This design comes from an exercise in tuning for small area on the open sky130 flow, not from production work. Where RTL was checked, it was by simulation tests only, not by an equivalence proof against the original. No driver is modelled on the clock port, so clock power and skew are understated where the tree is cut down; a real chip needs a root buffer or a tree. Power figures rest on the tool's default switching activity, not on a simulated workload.

## red
==> flow/design.v (excerpt) <==
module alu_fpga_top (
    input  logic        clk,
    input  logic        btnC,
    input  logic        btnU,
    input  logic        btnD,
    input  logic        btnL,
    input  logic [15:0] sw,
    output logic [15:0] led
);
export LEC_CHECK = 0
export CAP_MARGIN = 20
export CORE_MARGIN = 2
export CORE_UTILIZATION = 40
export SLEW_MARGIN = 20
create_clock -name core_clock -period 10.0 [get_ports {clk}]
standard.sh (not shown) runs the stock make flow with config.mk's settings and CLKGATE_MAP_FILE= SYNTH_SCRIPT=/design/flow/synth_recipe.tcl, a recipe that flattens the netlist after the stock synthesis.
==> flow/flow/run.sh <==
#!/bin/bash
# The standard layout (standard.sh) with these changes:
#  - synthesis maps logic with an area-oriented ABC script and without the
#    full-adder extraction (registers are mapped exactly as in standard.sh),
#  - port buffers use sky130_fd_sc_hd__buf_1,
#  - CTS uses clkbuf_8 and no dummy loads,
#  - non-critical gates are downsized after global routing.
set -euo pipefail
W=$PWD
export MY_ABC_SCRIPT=$W/flow/area.abc
export RECOVER_POWER=100
export BUFFER_PORTS_ARGS="-buffer_cell sky130_fd_sc_hd__buf_1"
export CTS_ARGS="-sink_clustering_enable -repair_clock_nets -dont_use_dummy_load -buf_list sky130_fd_sc_hd__clkbuf_8"
sed -e "s|SYNTH_SCRIPT=[^ ]*|SYNTH_SCRIPT=$W/flow/synth.tcl ADDER_MAP_FILE=|" standard.sh > own.sh
bash own.sh > own_sh.log 2>&1
==> flow/flow/area.abc <==
strash
&get -n
&st
&dc2
&syn3
&dch
&nf -p -F 8 -A 4
&put
topo
==> flow/flow/synth.tcl <==
# synth_recipe.tcl with one change: Yosys's abc runs the area-oriented script
# flow/area.abc instead of ORFS's speed script. Registers are mapped before
# abc, exactly as in the standard synthesis.
proc synth {args} { yosys synth -nofsm -noshare {*}$args }
proc abc {args} {
  set i [lsearch $args -script]
  if {$i >= 0} { lset args [expr {$i+1}] $::env(MY_ABC_SCRIPT) }
  yosys abc {*}$args
}
source $::env(SCRIPTS_DIR)/synth.tcl
# left out here: clear keep_hierarchy, flatten, clean up, hide names made inside functions, write 1_2_yosys.v
Layout checks on red: not met. Flow itself completed; violations: max-capacitance violations, max-slew violations.
#### Input delta (blue over red)
Settings: CAP_MARGIN: 20 -> 50; SLEW_MARGIN: 20 -> 50.
Findings:
- Relative to red, placement-stage cell area has gone up in blue.
- Looking at clock period minus worst slack across both flows, blue is the stronger of the two, with red trailing.
- red and blue ended up with nearly the same part of the cycle the worst path needs.
- The wire length reported for blue is smaller than that of red by about 1.3%.
- Non-clock buffer count, blue vs red: down by a few percent
- blue and red ended up with roughly the same wire length of the first global-routing pass.
- Clock latency on the worst-skew pair across red and blue: no real change.
- Final layout net count across red and blue: no real change.
- Compared with red, in blue overall power of the completed layout lower; vias per cell roughly the same.
- Although it ran to completion, blue produced a layout that fails the final checks because of max-capacitance violations, max-slew violations.
No functional check of the RTL was part of any run of this note.

---

Another version of the RTL of alu_fpga_top (not shown whole).
Size: roughly 340 cells after synthesis, roughly 110 flip-flops.
==> flow/config.mk <==
export PLATFORM = sky130hd
export DESIGN_NAME = alu_fpga_top
export DESIGN_NICKNAME = alu_fpga_top
export VERILOG_FILES = /design/flow/design.v
export SDC_FILE = /design/flow/constraint.sdc
export NUM_CORES = 4
export LEC_CHECK = 0
export CAP_MARGIN = 20
export CORE_MARGIN = 2
export CORE_UTILIZATION = 40
export GPL_TIMING_DRIVEN = 0
export SLEW_MARGIN = 20
==> flow/constraint.sdc <==
create_clock -name core_clock -period 10.0 [get_ports {clk}]
set_input_delay 2.0000 -clock core_clock [delete_from_list [all_inputs] [get_ports {clk}]]
set_output_delay 2.0000 -clock core_clock [all_outputs]
set_load 0.01 [all_outputs]
==> flow/flow/run.sh <==
#!/bin/bash
# The standard layout (standard.sh) with these changes:
#  - synthesis maps logic with an area-oriented ABC script, without the
#    full-adder extraction, and keeps the ALU's one-cell modules (alu_*) apart
#    while mapping so each becomes its cell; registers are mapped exactly as
#    in standard.sh, and the netlist is flattened as standard.sh does,
#  - port buffers use sky130_fd_sc_hd__buf_1,
#  - after CTS (clkbuf_8, no dummy loads), flow/clocktree.tcl replaces the
#    clock tree with a root inverter driving 6 balanced clusters of registers
#    through one clkinv_4 each.
set -euo pipefail
W=$PWD
export MY_ABC_SCRIPT=$W/flow/area.abc
export SYNTH_KEEP_MODULES="alu_inv alu_mux2i alu_xor2 alu_xnor2 alu_nor2 alu_nand2 alu_a22o alu_a22oi alu_o22ai"
export BUFFER_PORTS_ARGS="-buffer_cell sky130_fd_sc_hd__buf_1"
export POST_CTS_TCL=$W/flow/clocktree.tcl
export CT_LEAVES=6
export CT_LEAF_CELL=sky130_fd_sc_hd__clkinv_4
export CT_ROOT_CELL=sky130_fd_sc_hd__clkinv_8
export CTS_ARGS="-sink_clustering_enable -repair_clock_nets -dont_use_dummy_load -buf_list sky130_fd_sc_hd__clkbuf_8"
sed -e "s|SYNTH_SCRIPT=[^ ]*|SYNTH_SCRIPT=$W/flow/synth.tcl ADDER_MAP_FILE=|" standard.sh > own.sh
bash own.sh > own_sh.log 2>&1
==> flow/flow/clocktree.tcl <==
# Rebuild the clock tree as two levels of inverters: the clock port drives
# one root inverter, which drives a few leaf inverters, each of which drives
# the clock pins of one cluster of nearby registers (k-means on their
# positions). Replaces the buffers and nets clock_tree_synthesis made.
proc ct_env {name default} {
  if {[info exists ::env($name)] && $::env($name) ne ""} { return $::env($name) }
  return $default
}
set ct_leaves    [ct_env CT_LEAVES 5]
set ct_leaf_cell [ct_env CT_LEAF_CELL sky130_fd_sc_hd__clkinv_8]
set ct_root_cell [ct_env CT_ROOT_CELL sky130_fd_sc_hd__clkinv_8]

set block [ord::get_db_block]
set db [ord::get_db]
set clk_bterm [$block findBTerm clk]
set clk_net [$clk_bterm getNet]

# Clock sinks: the CLK pins of all registers.
set sinks {}
foreach inst [$block getInsts] {
  if {![[$inst getMaster] isSequential]} { continue }
  foreach it [$inst getITerms] {
    if {[[$it getMTerm] getName] eq "CLK"} { lappend sinks $it }
  }
}

# Remove what clock_tree_synthesis built.
set old_nets {}
foreach inst [$block getInsts] {
  set n [$inst getName]
  if {[string match "clkbuf_*" $n] || [string match "clkload*" $n]} {
    foreach it [$inst getITerms] {
      set net [$it getNet]
      if {$net ne "NULL" && $net ne "" && [$net getName] ne [$clk_net getName] && [$net getSigType] eq "CLOCK"} {
        lappend old_nets $net
      }
    }
    odb::dbInst_destroy $inst
  }
}
foreach it $sinks { $it disconnect }
foreach net [lsort -unique $old_nets] {
  if {[llength [$net getITerms]] == 0 && [llength [$net getBTerms]] == 0} { odb::dbNet_destroy $net }
}

# k-means on sink positions.
set pts {}
foreach it $sinks {
  set loc [[$it getInst] getLocation]
  lappend pts [list [lindex $loc 0] [lindex $loc 1]]
}
set n [llength $pts]
set sorted [lsort -integer -index 0 $pts]
set cents {}
for {set k 0} {$k < $ct_leaves} {incr k} {
  lappend cents [lindex $sorted [expr {int(($k + 0.5) * $n / $ct_leaves)}]]
}
set assign [lrepeat $n 0]
for {set iter 0} {$iter < 50} {incr iter} {
  for {set i 0} {$i < $n} {incr i} {
    set p [lindex $pts $i]
    set best 0; set bd 1e30
    for {set k 0} {$k < $ct_leaves} {incr k} {
      set c [lindex $cents $k]
      set d [expr {abs([lindex $p 0] - [lindex $c 0]) + abs([lindex $p 1] - [lindex $c 1])}]
      if {$d < $bd} { set bd $d; set best $k }
    }
    lset assign $i $best
  }
  set newc {}
  for {set k 0} {$k < $ct_leaves} {incr k} {
    set sx 0; set sy 0; set m 0
    for {set i 0} {$i < $n} {incr i} {
      if {[lindex $assign $i] == $k} {
        set p [lindex $pts $i]
        set sx [expr {$sx + [lindex $p 0]}]; set sy [expr {$sy + [lindex $p 1]}]; incr m
      }
    }
    if {$m > 0} { lappend newc [list [expr {$sx / $m}] [expr {$sy / $m}]] } else { lappend newc [lindex $cents $k] }
  }
  set cents $newc
}

# Balance the clusters: reassign registers, nearest first, to leaves with
# room left (at most ceil(n / leaves) + 1 registers each).
set cap [expr {($n + $ct_leaves - 1) / $ct_leaves + 1}]
set pairs {}
for {set i 0} {$i < $n} {incr i} {
  set p [lindex $pts $i]
  for {set k 0} {$k < $ct_leaves} {incr k} {
    set c [lindex $cents $k]
    lappend pairs [list [expr {abs([lindex $p 0] - [lindex $c 0]) + abs([lindex $p 1] - [lindex $c 1])}] $i $k]
  }
}
set pairs [lsort -real -index 0 $pairs]
set done [lrepeat $n 0]
set fill [lrepeat $ct_leaves 0]
foreach pr $pairs {
  lassign $pr d i k
  if {[lindex $done $i] || [lindex $fill $k] >= $cap} { continue }
  lset assign $i $k
  lset done $i 1
  lset fill $k [expr {[lindex $fill $k] + 1}]
}
# Move each leaf to the centre of the registers it got.
set newc {}
for {set k 0} {$k < $ct_leaves} {incr k} {
  set sx 0; set sy 0; set m 0
  for {set i 0} {$i < $n} {incr i} {
    if {[lindex $assign $i] == $k} {
      set p [lindex $pts $i]
      set sx [expr {$sx + [lindex $p 0]}]; set sy [expr {$sy + [lindex $p 1]}]; incr m
    }
  }
  if {$m > 0} { lappend newc [list [expr {$sx / $m}] [expr {$sy / $m}]] } else { lappend newc [lindex $cents $k] }
}
set cents $newc

# Root inverter near the middle of the leaves, leaf inverters at the
# cluster centres.
set rx 0; set ry 0
foreach c $cents { set rx [expr {$rx + [lindex $c 0]}]; set ry [expr {$ry + [lindex $c 1]}] }
set rx [expr {int($rx / $ct_leaves)}]; set ry [expr {int($ry / $ct_leaves)}]

set root_net [odb::dbNet_create $block "clknet_root"]
$root_net setSigType CLOCK
set root [odb::dbInst_create $block [$db findMaster $ct_root_cell] "clkinv_root"]
$root setLocation $rx $ry
$root setPlacementStatus PLACED
[$root findITerm A] connect $clk_net
[$root findITerm Y] connect $root_net

for {set k 0} {$k < $ct_leaves} {incr k} {
  set c [lindex $cents $k]
  set net [odb::dbNet_create $block "clknet_leaf_$k"]
  $net setSigType CLOCK
  set leaf [odb::dbInst_create $block [$db findMaster $ct_leaf_cell] "clkinv_leaf_$k"]
  $leaf setLocation [expr {int([lindex $c 0])}] [expr {int([lindex $c 1])}]
  $leaf setPlacementStatus PLACED
  [$leaf findITerm A] connect $root_net
  [$leaf findITerm Y] connect $net
  for {set i 0} {$i < $n} {incr i} {
    if {[lindex $assign $i] == $k} { [lindex $sinks $i] connect $net }
  }
  puts "clocktree: leaf $k drives [llength [$net getITerms]] pins"
}
global_connect
detailed_placement
check_placement
estimate_parasitics -placement
Scripts as last shown in full above: flow/flow/area.abc, flow/flow/synth.tcl
Next try:
--- a/flow/flow/run.sh
+++ b/flow/flow/run.sh
@@ -8,3 +8,3 @@
 #  - after CTS (clkbuf_8, no dummy loads), flow/clocktree.tcl replaces the
-#    clock tree with a root inverter driving 6 balanced clusters of registers
+#    clock tree with a root inverter driving 7 balanced clusters of registers
 #    through one clkinv_4 each.
@@ -16,3 +16,3 @@
 export POST_CTS_TCL=$W/flow/clocktree.tcl
-export CT_LEAVES=6
+export CT_LEAVES=7
 export CT_LEAF_CELL=sky130_fd_sc_hd__clkinv_4
--- a/flow/config.mk
+++ b/flow/config.mk
@@ -10,3 +10,2 @@
 export CORE_UTILIZATION = 40
-export GPL_TIMING_DRIVEN = 0
 export SLEW_MARGIN = 20
- The new run produced a clean layout
- setup slack improves by 0.54 ns
- first-iteration DRC count shrinks by 8.8%
- routed wire length hardly moves
Next try:
--- a/flow/flow/run.sh
+++ b/flow/flow/run.sh
@@ -8,3 +8,3 @@
 #  - after CTS (clkbuf_8, no dummy loads), flow/clocktree.tcl replaces the
-#    clock tree with a root inverter driving 7 balanced clusters of registers
+#    clock tree with a root inverter driving 6 balanced clusters of registers
 #    through one clkinv_4 each.
@@ -16,3 +16,3 @@
 export POST_CTS_TCL=$W/flow/clocktree.tcl
-export CT_LEAVES=7
+export CT_LEAVES=6
 export CT_LEAF_CELL=sky130_fd_sc_hd__clkinv_4
--- a/flow/config.mk
+++ b/flow/config.mk
@@ -9,3 +9,4 @@
 export CORE_MARGIN = 2
-export CORE_UTILIZATION = 40
+export CORE_UTILIZATION = 60
+export GPL_TIMING_DRIVEN = 0
 export SLEW_MARGIN = 20
Effect:
- clock skew came out lower by 0.015 ns
- core utilization came out higher by 22 points
- worst setup slack got worse by 0.45 ns
- total power came out lower by 0.79%
- global-route usage came out higher by 5.8 points
- maximum frequency came out lower by 5.1%
- sequential share of layout area came out higher by 1.0 points
- cell area came out lower by 1.8%
In every run of this note, the design's own scripts or RTL, not TritonCTS, make the clock network.

==> re-timing with driven ports <==
How much do the figures lean on ideal ports? The routed layouts below were timed once more, with nothing changed but the port constraints. Step 1 sets driving cells, clkbuf_16 on the clock port and buf_2 on the other inputs (assumed; they add their load-dependent delay and slew). Step 2 times the ports against the registers' clock, not the clock port: input delays grow and output delays shrink by t, the midpoint of the rising clock arrivals with the driver on. Three values: ideal, step 1, step 2; two values: the first two.
| run | t (ns) | setup slack, ns | hold WS [ns] | clock arrival spread, ns | worst data-port slew with drivers (ns) |
|---|---|---|---|---|---|
| red | 0.386 | 1.858 / 1.827 / 2.213 | 0.367 / 0.367 / 0.367 | 0.040 / 0.040 | 0.06 |
| blue | 0.374 | 1.867 / 1.834 / 2.209 | 0.382 / 0.382 / 0.382 | 0.033 / 0.033 | 0.06 |
| the first run of note 2 | 0.255 | 1.174 / 1.126 / 1.381 | 0.386 / 0.386 / 0.386 | 0.009 / 0.008 | 0.05 |
| the second run of note 2 | 0.251 | 1.711 / 1.661 / 1.912 | 0.382 / 0.382 / 0.382 | 0.030 / 0.030 | 0.05 |
| the third run of note 2 | 0.257 | 1.261 / 1.210 / 1.467 | 0.384 / 0.384 / 0.384 | 0.015 / 0.015 | 0.04 |
